Background: an optimization exercise with open tools, aiming at a short achievable clock period and few clock cycles per item. Do not read the settings as production practice.
Function was checked by simulation only, so behaviour that the tests miss may differ from the original.
Power and IR drop assume default switching activity.

<file path="design/flow/design.v">
`timescale 1ns / 1ps
module TwoXOneMUX( input A,B,S,output  C);
assign C= S? B:A;
endmodule
`timescale 1ns / 1ps
module DFlipFlop (input clk, input rst, input D, output reg Q);
always @ (posedge clk or posedge rst)
 begin
if (rst)
Q <= 1'b0;
else
Q <= D;
end
endmodule
`timescale 1ns / 1ps
module onebitReg( input  in, input S,input clk, input rst, output  Q);
wire C;
TwoXOneMUX  mux(  Q,in,S, C);
DFlipFlop flipflop( clk,  rst,  C, Q);
endmodule
`timescale 1ns / 1ps
module OneReg(input clk,input S,input [31:0] in,input rst, output [31:0] Q );
genvar i;  
generate 
for (i=0;i<=31;i=i+1)
begin
    onebitReg mod1 (   in[i],  S, clk,  rst,   Q[i]);
    end 
   endgenerate 
endmodule
`timescale 1ns / 1ps
module sixtyFour_reg #(parameter n=64)(input clk,input S,input [n-1:0] in,input rst, output [n-1:0] Q );
    genvar i;  
    generate 
    for (i=0;i<n;i=i+1)
    begin
        onebitReg mod1 (   in[i],  S, clk,  rst,   Q[i]);
        end 
       endgenerate 
    endmodule
`timescale 1ns / 1ps
module ThirtytwoMUX(input [31:0]A,input [31:0]B,input S ,output[31:0] C);
genvar i;  
generate 
for (i=0;i<=31;i=i+1)
begin
TwoXOneMUX m(A[i],B[i],S,C[i]);
 end 
  endgenerate 
endmodule
`timescale 1ns / 1ps
module FullAdder(input a,b,c, output sum1, carry_out);
wire w1,w2,w3;
assign sum1=a^b^c;
assign w1=a&b;
assign w2=a&c;
assign w3=c&b;
assign carry_out=w1|w2|w3;
endmodule
`timescale 1ns / 1ps
module ripple_carry(input [31:0] x_ripple,
input [31:0] y_ripple,
input cin,
output [31:0] sum_ripple,
output cout1_ripple
);
wire [31:0]c;
FullAdder add(x_ripple[0],y_ripple[0],cin,sum_ripple[0],c[0]);
genvar i;
generate
for(i=1;i<32;i=i+1)
begin
FullAdder add1(x_ripple[i],y_ripple[i],c[i-1],sum_ripple[i],c[i]);
end
endgenerate 
assign cout1_ripple= c[31];
endmodule
`timescale 1ns / 1ps
module shiftLeft(input [31:0]num ,output[31:0] C);
assign  C ={num[30:0],1'b0}; 
endmodule
`timescale 1ns / 1ps
module ALU (
input [31:0] in1, in2,
input [3:0] aluSel,
output reg [31:0] result, output zero );
wire c1, c2;
wire [31:0]sum;
ripple_carry plus( in1,in2, 1'b0,sum,c1);
wire [31:0]sub;
ripple_carry subt( in1,~in2+32'd1, 1'b0,sub,c2);
always @(*)
begin
case(aluSel)
4'b0010: result= sum; 
4'b0110 :result= sub ;   
4'b0000 : result= in1 & in2  ;
4'b0001 :  result= in1 | in2 ;
default:result=0;
endcase
end
  assign zero=(result==0);
endmodule
`timescale 1ns / 1ps
module ALU_Control(input [1:0]aluop, input [14:12]intr1,input  instr2 ,output reg[3:0]aluS);
always @(*)
begin
if(aluop==2'b00)
aluS=4'b0010;
else if(aluop==2'b01 )
aluS=4'b0110;
else if (aluop==2'b10 && intr1==3'b000 && instr2==1'b0)
aluS=4'b0010;
else if (aluop==2'b10&&intr1==3'b000&&instr2==1)
aluS=4'b0110;
else if (aluop==2'b10&&intr1==3'b111&&instr2==0)
aluS=4'b0000;
else if (aluop==2'b10&&intr1==3'b110&&instr2==0)
aluS=4'b0001;
else
aluS=4'b0010;
end
endmodule
`timescale 1ns / 1ps
module Control_unit(input [6:2]opcode, output reg branch,
output reg  memread,output reg  memtoreg,
output reg [1:0]aluop,output reg memwrite, output reg  alusrc,output reg regwrite );
always @(*)
begin
case(opcode) 
5'b01100 : 
begin 
 branch=0;
  memread=0;
   memtoreg=0;
 aluop=10;
  memwrite=0; 
   alusrc=0;
    regwrite=1;
end
5'b00000 :
begin 
 branch=0;
  memread=1;
   memtoreg=1;
 aluop=00;
  memwrite=0; 
   alusrc=1;
    regwrite=1;
end
5'b01000:
begin 
 branch=0;
  memread=0;
   memtoreg=1;
 aluop=00;
  memwrite=1; 
   alusrc=1;
    regwrite=0;
end
5'b11000:
begin 
 branch=1;
  memread=0;
   memtoreg=0;
 aluop=01;
  memwrite=0; 
   alusrc=0;
    regwrite=0;
end
default :
begin
 branch=0;
 memread=0;
  memtoreg=0;
aluop=2'b00;
 memwrite=0; 
  alusrc=0;
   regwrite=0;
   end
endcase
end
endmodule
`timescale 1ns / 1ps
module Forward_unit(input [4:0] Rs1, input [4:0] Rs2, input [4:0]Ex_mem_RegistarRd, input [4:0] Mem_Wb_RegistarRd,
input exmem_Regwrite, input memwb_Regwrite, output reg [1:0]f1, output reg[1:0]f2 );
always@(*)
begin
if(exmem_Regwrite==1 && Ex_mem_RegistarRd!=0 && Ex_mem_RegistarRd==Rs1 )
f1=2'b10;
else if(memwb_Regwrite==1 && Mem_Wb_RegistarRd!=0 && Mem_Wb_RegistarRd==Rs1 && 
!((exmem_Regwrite==1 && Ex_mem_RegistarRd!=0) && Ex_mem_RegistarRd==Rs1))
f1=2'b01;
else f1=2'b00;
 if(exmem_Regwrite==1 && Ex_mem_RegistarRd!=0 && Ex_mem_RegistarRd==Rs2 )
f2=2'b10;
 else 
 if(memwb_Regwrite==1 && Mem_Wb_RegistarRd!=0 && Mem_Wb_RegistarRd==Rs2 && 
!((exmem_Regwrite==1 && Ex_mem_RegistarRd!=0) && Ex_mem_RegistarRd==Rs2))
f2=2'b01;
else 
f2=2'b00;
end
endmodule
    `timescale 1ns / 1ps
    module FourMuxForward(input [31:0] read_data_ID_EX, input [31:0] write_data_mux, 
    input [31:0] ALU_result_EX_MEM, input[1:0] forward,
     output reg[31:0]RD1_output
     );
    always@(*)
    begin
    case (forward)
    2'b00 :RD1_output=read_data_ID_EX;
    2'b01 :RD1_output=write_data_mux;
    2'b10 :RD1_output=ALU_result_EX_MEM;
    default : RD1_output=0;
    endcase 
    end 
    endmodule
`timescale 1ns / 1ps
module hazard_unit( input  [4:0] RS1_IF_ID, input [4:0]RD_ID_EX,input [4:0]RS2_IF_ID,
                    input memread_ID_EX, output reg stall );
always@(*)
begin
if( RS1_IF_ID == RD_ID_EX | RS2_IF_ID == RD_ID_EX && memread_ID_EX !=0 && RD_ID_EX != 0)
    stall = 1'b1;
 else
 stall =1'b0;
end
endmodule
`timescale 1ns / 1ps
module immediate_generator(output reg [31:0] gen_out, input [31:0] inst );
always @(*)
begin
if(inst[6]==0 && inst[5]==0)  
         begin
          gen_out={{inst[31]?20'hFFFFF:20'h00000},inst[31:20]};
          end
else if(inst[6]==0 && inst[5]==1) 
        begin
           gen_out={{inst[31]?20'hFFFFF:20'h00000},inst[31:25],inst[11:7]};
        end
else   
        begin
           gen_out={{inst[31]?20'hFFFFF:20'h00000},inst[31],inst[7],inst[30:25],inst[11:8]};
         end
end 
endmodule
`timescale 1ns / 1ps
module RegisterFile(input clk, rst, 
input[4:0] readreg1, readreg2, writereg,
input[31:0] writedata,
input regwrite,
output[31:0] readdata1, readdata2  );
reg [31:0]S;
wire [31:0]dataout [0:31];
genvar i; 
assign dataout[0]=0;
generate 
for (i=1;i<32;i=i+1)
begin
OneReg regs (clk,S[i],writedata, rst,  dataout[i]);
end
endgenerate
assign readdata1 = (regwrite && writereg!=0 && writereg==readreg1) ? writedata : dataout[readreg1];
assign readdata2 = (regwrite && writereg!=0 && writereg==readreg2) ? writedata : dataout[readreg2];
always@(*)
begin
S=0;
if (regwrite)
S[writereg] =1;
end
endmodule
`timescale 1ns / 1ps
module Full_dataPath( input clk, input rst,
  output [5:0] imem_addr, input [31:0] imem_data,
  output [5:0] dmem_addr, output [31:0] dmem_wdata, output dmem_we,
  input [31:0] dmem_rdata);
reg  [5:0]  pf;                     
reg  [20:0] ic [0:63];              
reg  [63:0] icv;                    
reg  [63:0] pairok;                 
reg  [20:0] bw;                     
reg  [5:0]  bwa;                    
reg         bwv;
reg  [20:0] lw;                     
reg  [5:0]  la;
reg         lv;
reg  [5:0]  fpc;                    
reg  [63:0] foh;                    
reg         fd_v0, fd_v1;
reg  [20:0] fd_i0, fd_i1;
reg  [31:1] fd_o10, fd_o20, fd_o11, fd_o21;  
reg         de_v0, de_v1;
reg         de_wr0, de_wr1;         
reg         de_lw0, de_lw1;
reg         de_bc0, de_bc1;         
reg  [5:0]  de_tgt0, de_tgt1;       
reg  [4:0]  de_rd0, de_rd1;
reg  [1:0]  de_op0, de_op1;         
reg         de_eq0, de_eq1;         
reg  [31:0] de_a0, de_b0, de_a1, de_b1;
reg  [1:0]  de_fa0, de_fb0, de_fa1, de_fb1;  
reg  [5:0]  de_addr;
reg  [31:0] de_wd;
reg         de_we;
reg         ew_we0, ew_we1;
reg  [4:0]  ew_rd0, ew_rd1;
reg  [31:0] ew_res0, ew_res1;
reg  [31:0] rf [1:31];
reg  [31:1] rfv;
assign imem_addr  = pf;
assign dmem_addr  = de_addr;
assign dmem_wdata = de_wd;
assign dmem_we    = de_we;
function [20:0] pack; input [31:0] i; input [5:0] a;
  reg [1:0] c;
  begin
    c = i[6] ? 2'd3 : i[4] ? 2'd0 : i[5] ? 2'd2 : 2'd1;
    pack[20]   = i[6] & (i[19:15] == i[24:20]);
    pack[1:0]  = c;
    pack[6:2]  = i[19:15];
    pack[11:7] = (c == 2'd1) ? i[11:7] : i[24:20];
    case (c)
      2'd0: pack[19:12] = {i[11:7], i[13], i[13] ? i[12] : i[30], 1'b0};
      2'd1: pack[19:12] = i[27:20];
      2'd2: pack[19:12] = {i[27:25], i[11:7]};
      default: pack[19:12] = {a + {i[27:25], i[11:9]}, 2'b00};
    endcase
  end
endfunction
function f_br;  input [20:0] w; f_br  = (w[1:0] == 2'd3); endfunction
function f_sw;  input [20:0] w; f_sw  = (w[1:0] == 2'd2); endfunction
function f_lw;  input [20:0] w; f_lw  = (w[1:0] == 2'd1); endfunction
function f_mem; input [20:0] w; f_mem = w[1] ^ w[0]; endfunction
function f_unc; input [20:0] w; f_unc = w[20]; endfunction
function [4:0] f_rs1; input [20:0] w; f_rs1 = w[6:2]; endfunction
function [4:0] f_rs2; input [20:0] w; f_rs2 = w[11:7]; endfunction
function [4:0] f_rdn; input [20:0] w; f_rdn = (w[1:0] == 2'd0) ? w[19:15] : w[11:7]; endfunction
function [5:0] f_tgt; input [20:0] w; f_tgt = w[19:14]; endfunction
function f_wrd; input [20:0] w; f_wrd = ~w[1] & (f_rdn(w) != 5'd0); endfunction
function f_rd; input [20:0] w; input [4:0] r;
  f_rd = (w[6:2] == r) | (~f_lw(w) & (w[11:7] == r));
endfunction
function [31:1] onehot; input [4:0] r;
  integer k;
  for (k = 1; k < 32; k = k + 1) onehot[k] = (r == k);
endfunction
function [63:0] dec64; input [5:0] a;
  integer k;
  for (k = 0; k < 64; k = k + 1) dec64[k] = (a == k);
endfunction
function [31:0] alu; input [1:0] op; input [31:0] a, b;
  reg [31:0] s;
  begin
    s = a + (op[0] ? ~b : b) + {31'b0, op[0]};
    alu = op[1] ? (op[0] ? (a & b) : (a | b)) : s;
  end
endfunction
wire [31:0] ea0 = de_fa0[1] ? ew_res1 : de_fa0[0] ? ew_res0 : de_a0;
wire [31:0] eb0 = de_fb0[1] ? ew_res1 : de_fb0[0] ? ew_res0 : de_b0;
wire [31:0] ea1 = de_fa1[1] ? ew_res1 : de_fa1[0] ? ew_res0 : de_a1;
wire [31:0] eb1 = de_fb1[1] ? ew_res1 : de_fb1[0] ? ew_res0 : de_b1;
wire [31:0] e_alu0 = alu(de_op0, ea0, eb0);
wire [31:0] e_alu1 = alu(de_op1, ea1, eb1);
wire [31:0] e_res0 = de_lw0 ? dmem_rdata : e_alu0;
wire [31:0] e_res1 = de_lw1 ? dmem_rdata : e_alu1;
wire ew01 = (ew_res0 == ew_res1);
function eqop; input [1:0] fa, fb; input [31:0] a, b; input deq;
  begin
    if (fa == 2'b00 && fb == 2'b00) eqop = deq;
    else if (fb == 2'b00) eqop = fa[1] ? (ew_res1 == b) : (ew_res0 == b);
    else if (fa == 2'b00) eqop = fb[1] ? (a == ew_res1) : (a == ew_res0);
    else eqop = (fa == fb) | ew01;
  end
endfunction
wire eq0 = eqop(de_fa0, de_fb0, de_a0, de_b0, de_eq0);
wire eq1 = eqop(de_fa1, de_fb1, de_a1, de_b1, de_eq1);
wire e_mis0 = de_v0 & de_bc0 & eq0;
wire e_mis1 = de_v1 & de_bc1 & eq1 & ~e_mis0;
wire e_mis  = e_mis0 | e_mis1;
wire ez0 = ~de_lw0 & (de_op0 == 2'b01) & eq0;
wire ez1 = ~de_lw1 & (de_op1 == 2'b01) & eq1;
wire [31:1] rfv_n = rfv | ({31{ew_we0}} & onehot(ew_rd0)) | ({31{ew_we1}} & onehot(ew_rd1));
function [31:0] rdreg; input [4:0] r; input [31:1] oh;
  integer k;
  reg [31:0] v;
  begin
    v = 32'b0;
    for (k = 1; k < 32; k = k + 1)
      v = v | ({32{oh[k]}} & rf[k]);
    rdreg = (ew_we1 && ew_rd1 == r) ? ew_res1 :
            (ew_we0 && ew_rd0 == r) ? ew_res0 : v;
  end
endfunction
function [1:0] esel; input [4:0] r;
  begin
    esel[1] = de_v1 & de_wr1 & (de_rd1 == r);
    esel[0] = de_v0 & de_wr0 & (de_rd0 == r) & ~esel[1];
  end
endfunction
wire [4:0] d_rs1_0 = f_rs1(fd_i0), d_rs2_0 = f_rs2(fd_i0);
wire [4:0] d_rs1_1 = f_rs1(fd_i1), d_rs2_1 = f_rs2(fd_i1);
wire [31:0] r1_0 = rdreg(d_rs1_0, fd_o10), r2_0 = rdreg(d_rs2_0, fd_o20);
wire [31:0] r1_1 = rdreg(d_rs1_1, fd_o11), r2_1 = rdreg(d_rs2_1, fd_o21);
wire [1:0] s1_0 = esel(d_rs1_0), s2_0 = esel(d_rs2_0);
wire [1:0] s1_1 = esel(d_rs1_1), s2_1 = esel(d_rs2_1);
wire d_m1   = fd_v1 & f_mem(fd_i1);            
wire [20:0] d_mi = d_m1 ? fd_i1 : fd_i0;
wire d_mem  = d_m1 | (fd_v0 & f_mem(fd_i0));
wire [1:0]  d_msel = d_m1 ? s1_1 : s1_0;        
wire [31:0] d_mbase_r = d_m1 ? r1_1 : r1_0;
wire [7:0]  d_mbase = d_msel[1] ? e_alu1[7:0] : d_msel[0] ? e_alu0[7:0] : d_mbase_r[7:0];
wire [7:0]  d_ea   = d_mbase + d_mi[19:12];
wire [1:0]  d_dsel = d_m1 ? s2_1 : s2_0;        
wire [31:0] d_wd_r = d_m1 ? r2_1 : r2_0;
wire [31:0] d_wd   = d_dsel[1] ? e_res1 : d_dsel[0] ? e_res0 : d_wd_r;
wire d_stall = d_mem & ((d_msel[1] & de_lw1) | (d_msel[0] & de_lw0));
function d_early; input v; input [20:0] w;
  reg [4:0] r; reg [1:0] k;
  begin
    r = (f_rs2(w) == 5'd0) ? f_rs1(w) : f_rs2(w);
    k = esel(r);
    d_early = v & f_br(w) & ~f_unc(w) &
              ((f_rs1(w) == 5'd0) | (f_rs2(w) == 5'd0)) &
              ((k[1] & ez1) | (k[0] & ez0));
  end
endfunction
wire d_et0 = d_early(fd_v0, fd_i0);
wire d_et1 = d_early(fd_v1, fd_i1) & ~d_stall & ~d_et0;
wire d_red = d_et0 | d_et1;
wire d_go0 = ~e_mis & (~d_stall | d_et0);        
wire d_go1 = ~e_mis & ~d_stall & ~d_et0;         
wire [5:0] fpc1 = fpc + 6'd1;
wire [63:0] foh1 = {foh[62:0], foh[63]};
wire [63:0] foh2 = {foh[61:0], foh[63:62]};
function [20:0] icread; input [63:0] oh;
  integer k;
  begin
    icread = 21'b0;
    for (k = 0; k < 64; k = k + 1)
      icread = icread | ({21{oh[k]}} & ic[k]);
  end
endfunction
function pairable; input [20:0] a, b;
  pairable = ~f_unc(a) & ~(f_mem(a) & f_mem(b)) & ~(f_br(a) & f_sw(b)) &
             ~(f_wrd(a) & f_rd(b, f_rdn(a)));
endfunction
wire hit0 = |(foh & icv), hit1 = |(foh1 & icv);
wire [63:0] icsel = (foh | foh1) & icv;
wire [20:0] ic_ev = icread(icsel & {32{2'b01}});
wire [20:0] ic_od = icread(icsel & {32{2'b10}});
wire [20:0] c0 = fpc[0] ? ic_od : ic_ev;
wire [20:0] c1 = fpc[0] ? ic_ev : ic_od;
wire [20:0] bus_w = pack(imem_data, pf);
wire bwh0 = ~hit0 & bwv & (bwa == fpc);
wire bus0 = ~hit0 & ~bwh0 & (pf == fpc);
wire av0 = hit0 | bwh0 | bus0;
wire [20:0] w0 = hit0 ? c0 : bwh0 ? bw : bus_w;
wire [20:0] w1 = c1;
wire pair = hit0 & hit1 & |(foh & pairok);
wire [5:0] f_next_c = f_unc(c0) ? f_tgt(c0) :
                      pair ? (f_unc(c1) ? f_tgt(c1) : fpc + 6'd2) : fpc1;
wire [63:0] f_noh_c = f_unc(c0) ? dec64(f_tgt(c0)) :
                      pair ? (f_unc(c1) ? dec64(f_tgt(c1)) : foh2) : foh1;
wire [5:0] f_next_w = f_unc(bw) ? f_tgt(bw) : fpc1;
wire [63:0] f_noh_w = f_unc(bw) ? dec64(f_tgt(bw)) : foh1;
wire [5:0] f_next_b = f_unc(bus_w) ? f_tgt(bus_w) : fpc1;
wire [63:0] f_noh_b = f_unc(bus_w) ? dec64(f_tgt(bus_w)) : foh1;
wire [5:0] f_next_r = hit0 ? f_next_c : bwh0 ? f_next_w : fpc;
wire [63:0] f_noh_r = hit0 ? f_noh_c : bwh0 ? f_noh_w : foh;
wire [5:0] pf_seq = pf + 6'd1;
wire [5:0] pf_nr  = (~av0 & ~d_stall) ? fpc : pf_seq;
wire [5:0] pf_r0  = icv[de_tgt0] ? pf_seq : de_tgt0;
wire [5:0] pf_r1  = icv[de_tgt1] ? pf_seq : de_tgt1;
wire [5:0] d_tgt0 = f_tgt(fd_i0), d_tgt1 = f_tgt(fd_i1);
wire [5:0] pf_d0  = icv[d_tgt0] ? pf_seq : d_tgt0;
wire [5:0] pf_d1  = icv[d_tgt1] ? pf_seq : d_tgt1;
wire [5:0] pf_nd  = d_et0 ? pf_d0 : d_et1 ? pf_d1 : pf_nr;
wire [5:0] pf_next  = e_mis0 ? pf_r0 : e_mis1 ? pf_r1 : pf_nd;
wire f_own = ~e_mis & ~d_red & ~d_stall;       
wire [5:0] fpc_nr   = d_et0 ? d_tgt0 : d_et1 ? d_tgt1 : d_stall ? fpc : f_next_r;
wire [5:0] fpc_o    = e_mis0 ? de_tgt0 : e_mis1 ? de_tgt1 : fpc_nr;
wire [5:0] fpc_next = (f_own & bus0) ? f_next_b : fpc_o;
wire [63:0] foh_nr   = d_et0 ? dec64(d_tgt0) : d_et1 ? dec64(d_tgt1) : d_stall ? foh : f_noh_r;
wire [63:0] foh_o    = e_mis0 ? dec64(de_tgt0) : e_mis1 ? dec64(de_tgt1) : foh_nr;
wire [63:0] foh_next = (f_own & bus0) ? f_noh_b : foh_o;
always @(posedge clk or posedge rst)
  if (rst) begin
    icv <= 64'b0;
    bwv <= 1'b0; lv <= 1'b0;
    fpc <= 6'd0;
    foh <= 64'd1;
    fd_v0 <= 1'b0; fd_v1 <= 1'b0;
    de_v0 <= 1'b0; de_v1 <= 1'b0; de_wr0 <= 1'b0; de_wr1 <= 1'b0;
    de_bc0 <= 1'b0; de_bc1 <= 1'b0;
    ew_we0 <= 1'b0; ew_we1 <= 1'b0;
    rfv <= 31'b0;
  end else begin
    bwv <= 1'b1;
    lv  <= bwv;
    if (bwv) icv[bwa] <= 1'b1;
    fpc <= fpc_next;
    foh <= foh_next;
    if (e_mis | d_red) begin
      fd_v0 <= 1'b0; fd_v1 <= 1'b0;
    end else if (!d_stall) begin
      fd_v0 <= av0; fd_v1 <= pair;
    end
    de_v0  <= fd_v0 & d_go0;
    de_v1  <= fd_v1 & d_go1;
    de_wr0 <= fd_v0 & d_go0 & f_wrd(fd_i0);
    de_wr1 <= fd_v1 & d_go1 & f_wrd(fd_i1);
    de_bc0 <= fd_v0 & d_go0 & f_br(fd_i0) & ~f_unc(fd_i0) & ~d_et0;
    de_bc1 <= fd_v1 & d_go1 & f_br(fd_i1) & ~f_unc(fd_i1) & ~d_et1;
    ew_we0 <= de_v0 & de_wr0;
    ew_we1 <= de_v1 & de_wr1 & ~e_mis0;
    if (ew_we0) rfv[ew_rd0] <= 1'b1;
    if (ew_we1) rfv[ew_rd1] <= 1'b1;
  end
always @(posedge clk) begin
  pf    <= rst ? 6'd0 : pf_next;
  de_we <= d_mem & f_sw(d_mi) & (d_m1 ? d_go1 : d_go0);
  bw <= bus_w; bwa <= pf;
  lw <= bw;    la  <= bwa;
  if (bwv) begin
    ic[bwa] <= bw;
    if (lv && la == bwa - 6'd1) pairok[la] <= pairable(lw, bw);
    if (!icv[bwa]) pairok[bwa] <= 1'b0;
  end
  if (!d_stall) begin
    fd_i0 <= w0; fd_i1 <= w1;
    fd_o10 <= onehot(f_rs1(w0)) & rfv_n; fd_o20 <= onehot(f_rs2(w0)) & rfv_n;
    fd_o11 <= onehot(f_rs1(w1)) & rfv_n; fd_o21 <= onehot(f_rs2(w1)) & rfv_n;
  end else begin
    fd_o10 <= onehot(f_rs1(fd_i0)) & rfv_n; fd_o20 <= onehot(f_rs2(fd_i0)) & rfv_n;
    fd_o11 <= onehot(f_rs1(fd_i1)) & rfv_n; fd_o21 <= onehot(f_rs2(fd_i1)) & rfv_n;
  end
  de_lw0 <= f_lw(fd_i0);  de_lw1 <= f_lw(fd_i1);
  de_rd0 <= f_rdn(fd_i0); de_rd1 <= f_rdn(fd_i1);
  de_op0 <= fd_i0[14:13];
  de_op1 <= fd_i1[14:13];
  de_tgt0 <= f_tgt(fd_i0); de_tgt1 <= f_tgt(fd_i1);
  de_a0 <= r1_0; de_b0 <= r2_0; de_a1 <= r1_1; de_b1 <= r2_1;
  de_eq0 <= (r1_0 == r2_0); de_eq1 <= (r1_1 == r2_1);
  de_fa0 <= s1_0; de_fb0 <= s2_0; de_fa1 <= s1_1; de_fb1 <= s2_1;
  de_addr <= d_ea[7:2];
  de_wd   <= d_wd;
  ew_rd0 <= de_rd0; ew_rd1 <= de_rd1;
  ew_res0 <= e_res0; ew_res1 <= e_res1;
  if (ew_we0 && !(ew_we1 && ew_rd1 == ew_rd0)) rf[ew_rd0] <= ew_res0;
  if (ew_we1) rf[ew_rd1] <= ew_res1;
end
endmodule
</file>
<file path="design/flow/flow/run.sh">
#!/bin/bash
set -euo pipefail
MARGIN=$(cat flow/margin.txt)
bash standard.sh SETUP_SLACK_MARGIN=$MARGIN finish > make_finish.log 2>&1
</file>
<file path="design/flow/flow/margin.txt">
10.8
</file>
<file path="design/flow/standard.sh">
#!/bin/bash
# synth_recipe.tcl (not shown) runs the flow's synth.tcl, then flattens the netlist and writes it again
# the make line also repeats each setting of config.mk as NAME=value (left out here)
make -C /OpenROAD-flow-scripts/flow DESIGN_CONFIG=/design/flow/config.mk WORK_HOME=/design/flow/orfs CLKGATE_MAP_FILE= SYNTH_SCRIPT=/design/flow/synth_recipe.tcl "${@:-finish}"
</file>
<file path="design/flow/config.mk">
export PLATFORM = sky130hd
export DESIGN_NAME = Full_dataPath
export DESIGN_NICKNAME = Full_dataPath
export VERILOG_FILES = /design/flow/design.v
export SDC_FILE = /design/flow/constraint.sdc
export NUM_CORES = 4
export LEC_CHECK = 0
export ABC_CLOCK_PERIOD_IN_PS = 4000
export CAP_MARGIN = 20
export CELL_PAD_IN_SITES_DETAIL_PLACEMENT = 1
export CELL_PAD_IN_SITES_GLOBAL_PLACEMENT = 2
export CORE_MARGIN = 2
export CORE_UTILIZATION = 22
export PLACE_DENSITY = 0.35
export SLEW_MARGIN = 20
</file>
<file path="design/flow/constraint.sdc">
create_clock -name core_clock -period 15.0 [get_ports {clk}]
set_input_delay 3.0000 -clock core_clock [delete_from_list [all_inputs] [get_ports {clk}]]
set_output_delay 3.0000 -clock core_clock [all_outputs]
set_load 0.01 [all_outputs]
</file>
==> results.txt, run 1 <==
- Least-Margin Pin Slew: 1290 ps
- Post-DP HPWL: 956000 µm
- Syn_nets: between 10000 and 15000
- # setup viols final: 0
- CORE AREA: about 0.76 mm²
- Commonest cells after routing, fill and taps aside: 2442 x edfxtp_1, 1195 x a22oi_1, 1081 x buf_4
- Fmax: ~210 MHz
- Num CTS Buffers: 410
- IO Pins: around 110
- Later-pin clock latency in the skew report: 1140 ps
- CP peak stage delay: between 500 and 600 ps
- Synth unique cells: 110
- Bufs on Longest Clock Path: 4
- Hold Path Stages: 1
- DRT Wirelength: roughly 1500000 µm
- Drt wl/cell: 58.1 µm
- Routability congestion estimate from global placement: 0.954
- Worst path slowest cell: or4_4
- Worst Path Class, Setup: flip-flop to flip-flop
- Post-synth EDFFs: 2442
- CP top delay family: simple AND/OR/NAND/NOR gates
- Final Cycle Share: 0.318
- First-pass GRT wire length: around 1900000 µm
- Buf/Inv on CP: 4
- Worst VDD drop: 0.236 mV
- Vias: around 170k
- Synth Register Bits: between 3000 and 4000
- Hold WC Path Type: flip-flop to flip-flop
- LEAKAGE: 72.5 nW
- Average vias per placed instance: around 6.4
- Cells on worst reg2reg path: 15
- Number of max-cap violations: 0
- Total Power: ~50 mW
- Worst Path Max Fanout: 28
- TritonCTS clock tree: yes
- Crit start category: flip-flop
- # DRC: 0
- Vias in the first global route: between 150k and 200k
- Psw: between 20 and 25 mW
- Die Width: approximately 880 µm
- Fraction of layout cells with a size suffix above 1: 0.313
- Worst-path clk slew: 60 ps
- Register area share after synthesis: 0.514
- Crit path top cell by count: or4_4
- # H-tree levels: 5
- Critical path data arrival time: 5700 ps
- Fin. max-slew vios: 0
- Type of element capturing the critical path: flip-flop
- Largest net degree at the start of global routing: approximately 70
- Most common cell after layout, fill and taps aside: edfxtp_1
- # nets final: about 16000
- Synth area leaders: edfxtp_1 43%, mux2_2 7.1%, a22oi_1 5.4%, dfxtp_1 5.4%, a221oi_1 3.4%
- Chip Height: between 800 and 900 µm
- Max_slew headroom: 0.143
- Synthesized cell area: between 0.15 and 0.2 mm²
- Initial core utilization: 0.221
- Die ar.: 0.775 mm²
- RR Startpoint: de_fa1[1]
- CTS Root Cell: clkbuf_16
- Cell Chain, Critical Path: buf_12 -> buf_16 -> mux2i_4 -> xor2_2 -> nand4_1 -> or4_4 -> or4_4 -> o31ai_4 -> o211ai_1 -> buf_4 -> nand2_8 -> nor4b_4 -> buf_6 -> a222oi_1 -> nand2_1
- Post-synth top area share: 0.434
- Area grow syn2layout: 28.3%
- Total congestion overflow: 0
- Area leader, netlist: edfxtp_1
- Commonest register cell after synthesis: edfxtp_1
- # hold bufs at CTS: 0
- Asr flop ratio synth: 0.0576
- Combinational power share: 0.559
- Syn. warnings: 1
- Pwr dens: around 230 mW/mm²
- Sequential share of power: 0.239
- Outcome: timing/DRC/antenna clean
- Post-route ant nets: 0
- 1st-iter DRT viols: approximately 27000
- CP startpoint: de_fa1[1]
- Syn avg cell area: 11.4 µm²
- Worst Skew: approximately 110 ps
- Tot GR Track Use: 0.373
- Final hold violations: 0
- Critical path required time: 15930 ps
- Cell Rows: ~320
- Hold path start: fd_i0[20]
- Syn Inst Count: roughly 15000
- Fillcell total: between 80000 and 90000
- CTS sink cnt: between 3000 and 4000
- Port Buf Inserts: between 100 and 150
- Antenna violations before repair: approximately 200
- Pre-Repair DR Iteration Count: 10
- Internal power: 25.3 mW
- Worst path depth: 15
- Clock Power Share: 0.203
- Final setup TNS: 0 ps
- Min Tclk post-route: 4760 ps
- RSZ-0062 raised after global routing: yes
- Switching Fraction: 0.497
## cell usage after synthesis, types with 350 or more instances
| cell | instances |
|---|---|
| edfxtp_1 | 2442 |
| clkbuf_1 | 1226 |
| a22oi_1 | 1221 |
| mux2_2 | 1058 |
| nor2_1 | 798 |
| a221oi_1 | 650 |
| a22o_1 | 626 |
| nand2_1 | 533 |
| nand4_1 | 487 |
| dfxtp_1 | 453 |
| o211ai_1 | 418 |
| a21oi_1 | 374 |
| xnor2_1 | 373 |
| mux2i_1 | 362 |
| nor3_1 | 350 |
## metal layers
metal / GRT usage / part of all wire / up-vias
met5: 0.00228 / 0.00026 / -
met4: 0.241 / 0.081 / 32
met3: 0.0957 / 0.086 / 4035
met2: 0.585 / 0.44 / 12500
met1: 0.454 / 0.39 / 89200
li1: - / - / 61200
## cell families (layout without fill, tap and decap cells)
family                   Yosys count  in the layout  share of synthesized area
AO/OA/AOI/OAI                   4757           4757                      0.215
flip-flops                      3072           3072                      0.514
AND/OR/NAND/NOR                 3001           3012                     0.0883
buffers and inverters           1784           2726                     0.0408
multiplexers                    1501           1501                      0.103
XOR/XNOR                         515            515                     0.0267
adder cells (fa/ha/maj)          171            171                     0.0120
other                              1            133                  0.0000222
## power groups by stage
stage	Sequential, mW	Clock (mW)	Combinational [mW]
final	12.0	10.2	28.1
after floorplan	11.2	0	11.5
after CTS	12.0	10.4	26.1
after detailed placement	12.3	0	23.2
after global routing	12.0	10.6	28.6
after global placement	12.3	0	23.1
## path summary, 6_finish.rpt
check	endpoint	slack [ps]
setup / recovery	foh[9]	10240
min in group asynchronous	fpc[2]	2680
hold reg to reg	de_bc0	490
setup reg to reg	foh[9]	10240
hold / removal	de_bc0	490
max in group asynchronous	icv[58]	10980
## worst register-to-register path: stages (launching register included)
cell,delay [ps]
dfxtp_4,390
buf_12,150
buf_16,160
mux2i_4,250
xor2_2,300
nand4_1,390
or4_4,600
or4_4,600
o31ai_4,160
o211ai_1,170
buf_4,230
nand2_8,210
nor4b_4,90
buf_6,210
a222oi_1,570
nand2_1,140
## flip-flops by register name (all words and copies together) (netlist names), 31 cells and up
register  cells
ic         1344
rf          992
foh          64
icv          64
pairok       64
de_a0        32
de_a1        32
de_b0        32
de_b1        32
de_wd        32
ew_res0      32
ew_res1      32
fd_o10       31
fd_o11       31
fd_o20       31
fd_o21       31
rfv          31
## per-stage QoR
stage	setup slack, ps	util	hold WS, ps	instances	area, µm²
floorplan	8820	-	326	14800	170000
global placement	7480	0.245	486	24500	187000
detailed placement	7660	0.245	484	24500	187000
CTS	10250	0.275	484	25700	210000
global route	10280	0.283	516	26000	217000
finish	10240	0.284	485	26100	217000
## cell type report
| type | count | area, µm² | area share |
|---|---|---|---|
| Inverter | 243 | 963 | 0.00444 |
| Clock inverter | 225 | 2210 | 0.0102 |
| Multi-Input combinational cell | 9957 | 84000 | 0.387 |
| Tap cell | 10200 | 12700 | 0.0587 |
| Antenna cell | 132 | 330 | 0.00152 |
| Clock buffer | 538 | 11100 | 0.0513 |
| Sequential cell | 3072 | 87600 | 0.404 |
| Timing Repair Buffer | 1720 | 17900 | 0.0824 |
## what timing repair did
action	in CTS	in global routing
hold endpoints to repair	0	0
pin swaps	249	296
resized for setup	1505	736
buffers inserted	371	228
cloned	32	24
setup endpoints to repair	1119	440
Testbench counts, summed over its fixed seeds: cycles 13,717, instrs 17,427.
==> run 2, diff against run 1 <==
--- a/design/flow/config.mk
+++ b/design/flow/config.mk
@@ -12,4 +12,4 @@
 export CORE_MARGIN = 2
-export CORE_UTILIZATION = 22
-export PLACE_DENSITY = 0.35
+export CORE_UTILIZATION = 18
+export PLACE_DENSITY = 0.3
 export SLEW_MARGIN = 20
==> results.txt, run 2 <==
- LEAKAGE: 75.1 nW (was 72.5 nW)
- Number of max-cap violations: 0 (unchanged)
- Critical path data arrival time: 5700 ps (about the same)
- Cell Rows: 355 (was 321)
- Register area share after synthesis: 0.514 (unchanged)
- Combinational power share: 0.576 (was 0.559)
- Hold path start: fd_i1[20] (was fd_i0[20])
- CP peak stage delay: 580 ps (was 590 ps)
- Crit path top cell by count: buf_12 (was or4_4)
- Syn avg cell area: 11.4 µm² (unchanged)
- Psw: 26.4 mW (was 25.0 mW)
- Clock Power Share: 0.196 (was 0.203)
- Die Width: 973 µm (was 880 µm)
- Internal power: 26.0 mW (was 25.3 mW)
- # setup viols final: 0 (unchanged)
- Final setup TNS: 0 ps (unchanged)
- Post-synth top area share: 0.434 (unchanged)
- Post-synth top cells: 2442 x edfxtp_1, 1226 x clkbuf_1, 1221 x a22oi_1 (unchanged)
- Type of element capturing the critical path: flip-flop (unchanged)
- Worst path slowest cell: or4_4 (unchanged)
- # nets final: 16000 (was 15600)
- Commonest cells after routing, fill and taps aside: 2442 x edfxtp_1, 1239 x buf_4, 1198 x a22oi_1 (was 2442 x edfxtp_1, 1195 x a22oi_1, 1081 x buf_4)
- Min Tclk post-route: 4730 ps (was 4760 ps)
- Worst Path Class, Setup: flip-flop to flip-flop (unchanged)
- Post-synth EDFFs: 2442 (unchanged)
- Initial core utilization: 0.181 (was 0.221)
- Outcome: timing/DRC/antenna clean (unchanged)
- Least-Margin Pin Slew: 1360 ps (was 1290 ps)
- Fraction of layout cells with a size suffix above 1: 0.335 (was 0.313)
- Worst-path clk slew: 60 ps (about the same)
- Dpl cells: 26900 (was 24500)
- Final Cycle Share: 0.316 (was 0.318)
- Chip Height: 973 µm (was 880 µm)
- Post-DP HPWL: 1050000 µm (was 956000 µm)
- 1st-iter DRT viols: 24800 (was 26600)
- Bufs on Longest Clock Path: 4 (unchanged)
- DRT Wirelength: 1650000 µm (was 1510000 µm)
- Die ar.: 0.946 mm² (was 0.775 mm²)
- IO Pins: 111 (unchanged)
- Most flops, register: ic (unchanged)
- Port Buf Inserts: 102 (unchanged)
- Later-pin clock latency in the skew report: 1080 ps (was 1140 ps)
- Worst R2R Setup Slack: 10270 ps (was 10240 ps)
- Syn_nets: 15000 (unchanged)
- Max_slew headroom: 0.0879 (was 0.143)
- Hold Path Stages: 1 (unchanged)
- Worst Path Max Fanout: 6 (was 28)
- Most common cell after layout, fill and taps aside: edfxtp_1 (unchanged)
- RSZ-0062 raised after global routing: yes (unchanged)
- Hold Path Sink: de_bc1 (was de_bc0)
- Area grow syn2layout: 33.4% (was 28.3%)
- Fmax: 211 MHz (was 210 MHz)
- Post-route ant nets: 0 (unchanged)
- Fin worst setup slack: 10270 ps (was 10240 ps)
- # DRC: 0 (unchanged)
- Fin. max-slew vios: 0 (unchanged)
- Synth area leaders: edfxtp_1 43%, mux2_2 7.1%, a22oi_1 5.4%, dfxtp_1 5.4%, a221oi_1 3.4% (unchanged)
- First-pass GRT wire length: 2040000 µm (was 1880000 µm)
- Asr flop ratio synth: 0.0576 (unchanged)
- RR Startpoint: de_fa1[1] (unchanged)
- Worst Skew: 93.7 ps (was 112 ps)
- Area leader, netlist: edfxtp_1 (unchanged)
- TritonCTS clock tree: yes (unchanged)
- Routability congestion estimate from global placement: 0.921 (was 0.954)
- Antenna violations before repair: 235 (was 196)
- Worst VDD drop: 0.226 mV (was 0.236 mV)
- Top flop regs: ic: 1344 flops, rf: 992 flops (unchanged)
- Pre-Repair DR Iteration Count: 10 (unchanged)
- Vias in the first global route: 164000 (was 160000)
- Synth unique cells: 110 (unchanged)
- Syn Inst Count: 14800 (unchanged)
- Synth Register Bits: 3072 (unchanged)
- Tot GR Track Use: 0.335 (was 0.373)
- CTS Root Cell: clkbuf_16 (unchanged)
- Cell Chain, Critical Path: buf_12 -> buf_16 -> buf_12 -> mux2i_4 -> o22ai_2 -> a2111oi_4 -> nand4_1 -> buf_6 -> buf_6 -> or4_4 -> o31ai_4 -> o21a_4 -> o21ai_4 -> or3_4 -> buf_12 -> buf_12 -> buf_4 -> o21ai_2 -> o221ai_4 -> nand2_1 (was buf_12 -> buf_16 -> mux2i_4 -> xor2_2 -> nand4_1 -> or4_4 -> or4_4 -> o31ai_4 -> o211ai_1 -> buf_4 -> nand2_8 -> nor4b_4 -> buf_6 -> a222oi_1 -> nand2_1)
- Total Power: 52.4 mW (was 50.3 mW)
- Sequential share of power: 0.228 (was 0.239)
- Switching Fraction: 0.503 (was 0.497)
- Drt wl/cell: 57.3 µm (was 58.1 µm)
- Fillcell total: 102000 (was 82600)
- CTS sink cnt: 3072 (unchanged)
- Crit start category: flip-flop (unchanged)
- Post-Place Worst Slack: 7510 ps (was 7660 ps)
- Synthesized cell area: 0.169 mm² (unchanged)
- FF-to-FF End: foh[49] (was foh[9])
- Num CTS Buffers: 426 (was 410)
- Commonest register cell after synthesis: edfxtp_1 (unchanged)
- CORE AREA: 0.935 mm² (was 0.765 mm²)
- Syn. warnings: 1 (unchanged)
- # H-tree levels: 5 (unchanged)
- Total congestion overflow: 0 (unchanged)
- Largest register FFs: 1344 (unchanged)
- Core Util, Final: 0.241 (was 0.284)
- Largest net degree at the start of global routing: 70 (was 69)
- Vias: 168000 (was 167000)
- Average vias per placed instance: 5.84 (was 6.41)
- Most common cell in the netlist: edfxtp_1 (unchanged)
- Finished Layout Cells: 28800 (was 26100)
- Critical path required time: 15970 ps (was 15930 ps)
- Final hold violations: 0 (unchanged)
- Hold WC Path Type: flip-flop to flip-flop (unchanged)
- Pwr dens: 232 mW/mm² (about the same)
- Cells on worst reg2reg path: 20 (was 15)
-- run 2: cell count changes in the layout (fill, tap and decap cells not counted), moves of 22 or more --
cell	before	now
buf_4	1081	1239
buf_12	159	257
diode_2	132	192
buf_6	285	326
buf_8	56	91
buf_16	33	59
nor3_1	202	178
o21ai_2	34	58
o21ai_0	196	173
o221ai_4	5	27
-- run 2: how the worst max path moves through the flow --
stage	startpoint	endpoint	slack, ps	cells past startpoint
2_1_floorplan	rst	pf[0]	8820	3
3_3_place_gp	de_fa1[1]	foh[20]	7090	13
3_5_place_dp	de_fa1[1]	foh[20]	7510	13
4_1_cts	pf[0]	imem_addr[0]	10310	2
5_1_grt	de_fb0[0]	de_wd[31]	10170	20
6_report	de_fa1[1]	foh[49]	10270	20
-- run 2: what timing repair did --
action	4_1_cts	5_1_grt
pin swaps	392	269
gates resized for setup	2191	531
hold buffers	0	0
setup buffers	612	250
endpoints found under the setup margin	1147	665
gates cloned	59	9
-- run 2: cell type report --
class,count,area [µm²],area share
Clock buffer,564,11600,0.0513
Clock inverter,205,1820,0.00809
Inverter,243,962,0.00427
Antenna cell,192,480,0.00213
Sequential cell,3072,87700,0.389
Multi-Input combinational cell,9959,84800,0.376
Tap cell,12500,15600,0.0694
Timing Repair inverter,1,5.00,0.0000222
Timing Repair Buffer,2063,22500,0.0998
-- run 2: logic make-up after synthesis --
group | Yosys count | share of synthesized area
AO/OA/AOI/OAI | 4757 | 0.215
XOR/XNOR | 515 | 0.0267
adder cells (fa/ha/maj) | 171 | 0.0120
buffers and inverters | 1784 | 0.0408
flip-flops | 3072 | 0.514
multiplexers | 1501 | 0.103
other | 1 | 0.0000222
AND/OR/NAND/NOR | 3001 | 0.0883
-- run 2: worst max-delay path: cells and delay by family (launching register included) --
kind / cells / cell delay [ps]
AO/OA/AOI/OAI: 7 / 1500
AND/OR/NAND/NOR: 4 / 1270
buffers and inverters: 8 / 1100
flip-flops: 1 / 440
multiplexers: 1 / 280
-- run 2: through the flow --
| stage | instance area, µm² | hold slack (ps) |
|---|---|---|
| after detailed placement | 191000 | 457 |
| after global routing | 225000 | 457 |
| final | 225000 | 458 |
| after floorplan | 170000 | 326 |
| after global placement | 191000 | 453 |
| after CTS | 220000 | 435 |
-- run 2: per-layer routing --
layer	routed length, µm	track usage	vias up
li1	-	-	62100
met1	656000	0.410	91000
met2	740000	0.532	11300
met3	116000	0.0707	3915
met4	136000	0.220	54
met5	499	0	-
-- run 2: power by group through the flow --
stage	Combinational (mW)	Sequential, mW	Clock (mW)
after floorplan	11.5	11.2	0
after global placement	24.1	12.4	0
after detailed placement	24.1	12.4	0
after CTS	28.5	12.0	10.5
final	30.2	12.0	10.3
after global routing	30.8	12.0	10.7
==> run 3, diff against run 2 <==
--- a/design/flow/config.mk
+++ b/design/flow/config.mk
@@ -12,4 +12,5 @@
 export CORE_MARGIN = 2
-export CORE_UTILIZATION = 18
-export PLACE_DENSITY = 0.3
+export CORE_UTILIZATION = 24
+export GPL_TIMING_DRIVEN = 1
+export PLACE_DENSITY = 0.38
 export SLEW_MARGIN = 20
==> results.txt, run 3 <==
- Outcome: timing/DRC/antenna clean (unchanged)
- Most common cell in the netlist: edfxtp_1 (unchanged)
- Fmax: 213 MHz (was 211 MHz)
- Clock Power Share: 0.204 (was 0.196)
- Least-Margin Pin Slew: 1340 ps (was 1360 ps)
- Area leader, netlist: edfxtp_1 (unchanged)
- Die ar.: 0.711 mm² (was 0.946 mm²)
- Buf/Inv on CP: 2 (was 8)
- Syn_nets: 15000 (unchanged)
- Area grow syn2layout: 28.6% (was 33.4%)
- Synth unique cells: 110 (unchanged)
- Critical path data arrival time: 5710 ps (was 5700 ps)
- # DRC: 0 (unchanged)
- 1st-iter DRT viols: 28500 (was 24800)
- Syn Inst Count: 14800 (unchanged)
- Port Buf Inserts: 102 (unchanged)
- Pre-Repair DR Iteration Count: 14 (was 10)
- Antenna violations before repair: 212 (was 235)
- Hold Path Stages: 0 (was 1)
- Post-DP HPWL: 926000 µm (was 1050000 µm)
- Worst Path Class, Setup: flip-flop to flip-flop (unchanged)
- Area of the multi-input gates: 0.0838 mm² (was 0.0848 mm²)
- Synth area leaders: edfxtp_1 43%, mux2_2 7.1%, a22oi_1 5.4%, dfxtp_1 5.4%, a221oi_1 3.4% (unchanged)
- Worst path depth: 11 (was 20)
- Cell Chain, Critical Path: buf_4 -> a221oi_1 -> nand4_1 -> nor3_1 -> a211oi_4 -> a21oi_1 -> inv_1 -> nor2_1 -> a211oi_1 -> a211o_1 -> o21a_4 (was buf_12 -> buf_16 -> buf_12 -> mux2i_4 -> o22ai_2 -> a2111oi_4 -> nand4_1 -> buf_6 -> buf_6 -> or4_4 -> o31ai_4 -> o21a_4 -> o21ai_4 -> or3_4 -> buf_12 -> buf_12 -> buf_4 -> o21ai_2 -> o221ai_4 -> nand2_1)
- RSZ-0062 raised after global routing: yes (unchanged)
- Synth Register Bits: 3072 (unchanged)
- Fin. max-slew vios: 0 (unchanged)
- Post-synth top area share: 0.434 (unchanged)
- Routability congestion estimate from global placement: 0.980 (was 0.921)
- Largest register FFs: 1344 (unchanged)
- Hold WC Path Type: flip-flop to flip-flop (unchanged)
- Tot GR Track Use: 0.403 (was 0.335)
- Worst-path clk slew: 60 ps (about the same)
- Synthesized cell area: 0.169 mm² (unchanged)
- Average vias per placed instance: 6.75 (was 5.84)
- Post-route ant nets: 0 (unchanged)
- IO Pins: 111 (unchanged)
- Cell Rows: 308 (was 355)
- Final Cell Area: 0.217 mm² (was 0.225 mm²)
- Number of max-cap violations: 0 (unchanged)
- Worst Skew: 106 ps (was 93.7 ps)
- Asr flop ratio synth: 0.0576 (unchanged)
- Critical path required time: 16020 ps (was 15970 ps)
- CP peak stage delay: 910 ps (was 580 ps)
- # setup viols final: 0 (unchanged)
- Worst path slowest cell: dfxtp_4 (was or4_4)
- Register area: 0.0876 mm² (was 0.0877 mm²)
- Post-synth top cells: 2442 x edfxtp_1, 1226 x clkbuf_1, 1221 x a22oi_1 (unchanged)
- Worst VDD drop: 0.299 mV (was 0.226 mV)
- Die Width: 843 µm (was 973 µm)
- Psw: 25.0 mW (was 26.4 mW)
- Commonest register cell after synthesis: edfxtp_1 (unchanged)
- Final Cycle Share: 0.312 (was 0.316)
- TritonCTS clock tree: yes (unchanged)
- Bufs on Longest Clock Path: 4 (unchanged)
- Switching Fraction: 0.495 (was 0.503)
- Pwr dens: 232 mW/mm² (about the same)
- Vias: 171000 (was 168000)
- Register area share after synthesis: 0.514 (unchanged)
- Num CTS Buffers: 403 (was 426)
- Combinational power share: 0.560 (was 0.576)
- Later-pin clock latency in the skew report: 1180 ps (was 1080 ps)
- Max_slew headroom: 0.100 (was 0.0879)
- Most common cell after layout, fill and taps aside: edfxtp_1 (unchanged)
- Fraction of layout cells with a size suffix above 1: 0.317 (was 0.335)
- Cells on worst reg2reg path: 11 (was 20)
- Syn avg cell area: 11.4 µm² (unchanged)
- CTS sink cnt: 3072 (unchanged)
- Vias in the first global route: 162000 (was 164000)
- Crit start category: flip-flop (unchanged)
- Chip Height: 843 µm (was 973 µm)
- Top flop regs: ic: 1344 flops, rf: 992 flops (unchanged)
- DRT Wirelength: 1500000 µm (was 1650000 µm)
- Fillcell total: 75000 (was 102000)
- CORE AREA: 0.703 mm² (was 0.935 mm²)
- CP top delay family: compound AO/OA/AOI/OAI gates (unchanged)
- Commonest cells after routing, fill and taps aside: 2442 x edfxtp_1, 1194 x a22oi_1, 1126 x buf_4 (was 2442 x edfxtp_1, 1239 x buf_4, 1198 x a22oi_1)
- Most flops, register: ic (unchanged)
- Final setup TNS: 0 ps (unchanged)
- Internal power: 25.5 mW (was 26.0 mW)
- Drt wl/cell: 59.3 µm (was 57.3 µm)
- CTS Root Cell: clkbuf_16 (unchanged)
- Dpl cell area: 0.186 mm² (was 0.191 mm²)
- Worst Path Max Fanout: 18 (was 6)
- Post-Place Worst Slack: 7660 ps (was 7510 ps)
- Initial core utilization: 0.240 (was 0.181)
- Fin worst setup slack: 10320 ps (was 10270 ps)
- # nets final: 15700 (was 16000)
- Syn. warnings: 1 (unchanged)
- Total congestion overflow: 0 (unchanged)
- Sequential share of power: 0.236 (was 0.228)
- # H-tree levels: 5 (unchanged)
- Worst hold slack: 412 ps (was 458 ps)
- Core Util, Final: 0.309 (was 0.241)
- Final hold violations: 0 (unchanged)
- Min Tclk post-route: 4680 ps (was 4730 ps)
- First-pass GRT wire length: 1870000 µm (was 2040000 µm)
- Post-synth EDFFs: 2442 (unchanged)
- Type of element capturing the critical path: flip-flop (unchanged)
- Largest net degree at the start of global routing: 74 (was 70)
- LEAKAGE: 73.3 nW (was 75.1 nW)
-- run 3: cell counts after synthesis --
No cell type changed its count.
-- run 3: path summary, 6_finish.rpt --
path / startpoint / to / slack, ps
min reg2reg: fd_i0[13] / de_op0[0] / 410
min in group asynchronous: rst / fpc[0] / 2570
max reg2reg: fd_o21[12] / de_wd[30] / 10320
max: fd_o21[12] / de_wd[30] / 10320
min: fd_i0[13] / de_op0[0] / 410
max in group asynchronous: rst / rfv[22] / 11040
-- run 3: layout make-up --
type                    count  area share
diodes                    174     0.00200
clock buffers             504      0.0501
clock inverters           239      0.0118
inverters                 243     0.00450
multi-input cells        9959       0.386
flip-flops and latches   3072       0.403
well taps                9300      0.0536
repair buffers           1825      0.0890
-- run 3: power groups by stage --
stage | Sequential (mW) | Combinational (mW) | Clock, mW
floorplan | 11.2 | 11.5 | 0
global placement | 12.2 | 22.8 | 0
detailed placement | 12.2 | 22.9 | 0
CTS | 11.9 | 26.2 | 10.4
global route | 11.9 | 28.6 | 10.7
finish | 11.9 | 28.3 | 10.3
-- run 3: worst register-to-register path: cells and delay by family (launching register included) --
kind                   cells  cell delay (ps)
DFF                        1              910
AOI/OAI and AO/OA          6             2330
buffers and inverters      2             1030
and+or+nand+nor            3              350
-- run 3: through the flow --
step,power [mW],cells
2_1_floorplan,22.7,14800
3_3_place_gp,35.0,23600
3_5_place_dp,35.1,23600
4_1_cts,48.5,24900
5_1_grt,51.2,25200
6_report,50.5,25300
-- run 3: kinds of logic after synthesis --
family | synth area share
AO/OA/AOI/OAI | 0.215
AND/OR/NAND/NOR | 0.0883
adder cells (fa/ha/maj) | 0.0120
multiplexers | 0.103
flip-flops | 0.514
buffers and inverters | 0.0408
XOR/XNOR | 0.0267
other | 0.0000222
-- run 3: routing by layer --
metal  part of all wire  track usage  vias to the layer above  routed length [µm]
li1                   -            -                    61400                   -
met1               0.38        0.480                    90700              567000
met2               0.44        0.609                    14000              653000
met3              0.093        0.121                     4815              140000
met4              0.093        0.307                       56              140000
met5            0.00062      0.00553                        -                 935
-- run 3: what timing repair did --
item	4_1_cts	5_1_grt
gates resized for setup	1703	672
setup endpoints to repair	862	395
cloned	45	20
hold buffers	0	0
hold endpoints to repair	0	0
pin swaps	253	285
buffers inserted	446	241

## re-timing with driven ports
No port has a modelled driver above. Below, the same layouts with a new extraction and two added sets of constraints.
Step 1, drivers: a clkbuf_16 drives clk and a buf_2 each remaining input, both assumed.
Step 2 times the ports against the registers' clock, not the clock port: input delays grow and output delays shrink by t, the midpoint of the rising clock arrivals with the driver on.
Three values: no drivers, after step 1, after step 2; two values: the first two.
| run | t (ns) | slack for setup (ns) | worst slew at a driven data input, ns |
|---|---|---|---|
| run 1 | 1.244 | 10.236 / 10.187 / 9.213 | 0.17 |
| run 2 | 1.177 | 10.267 / 10.260 / 9.248 | 0.15 |
| run 3 | 1.238 | 10.316 / 10.214 / 9.341 | 0.13 |
After both steps every run listed still meets setup and hold. For run 1, which loses most, drivers alone change the setup slack by -0.049 ns; drivers and shift together by -1.023 ns.
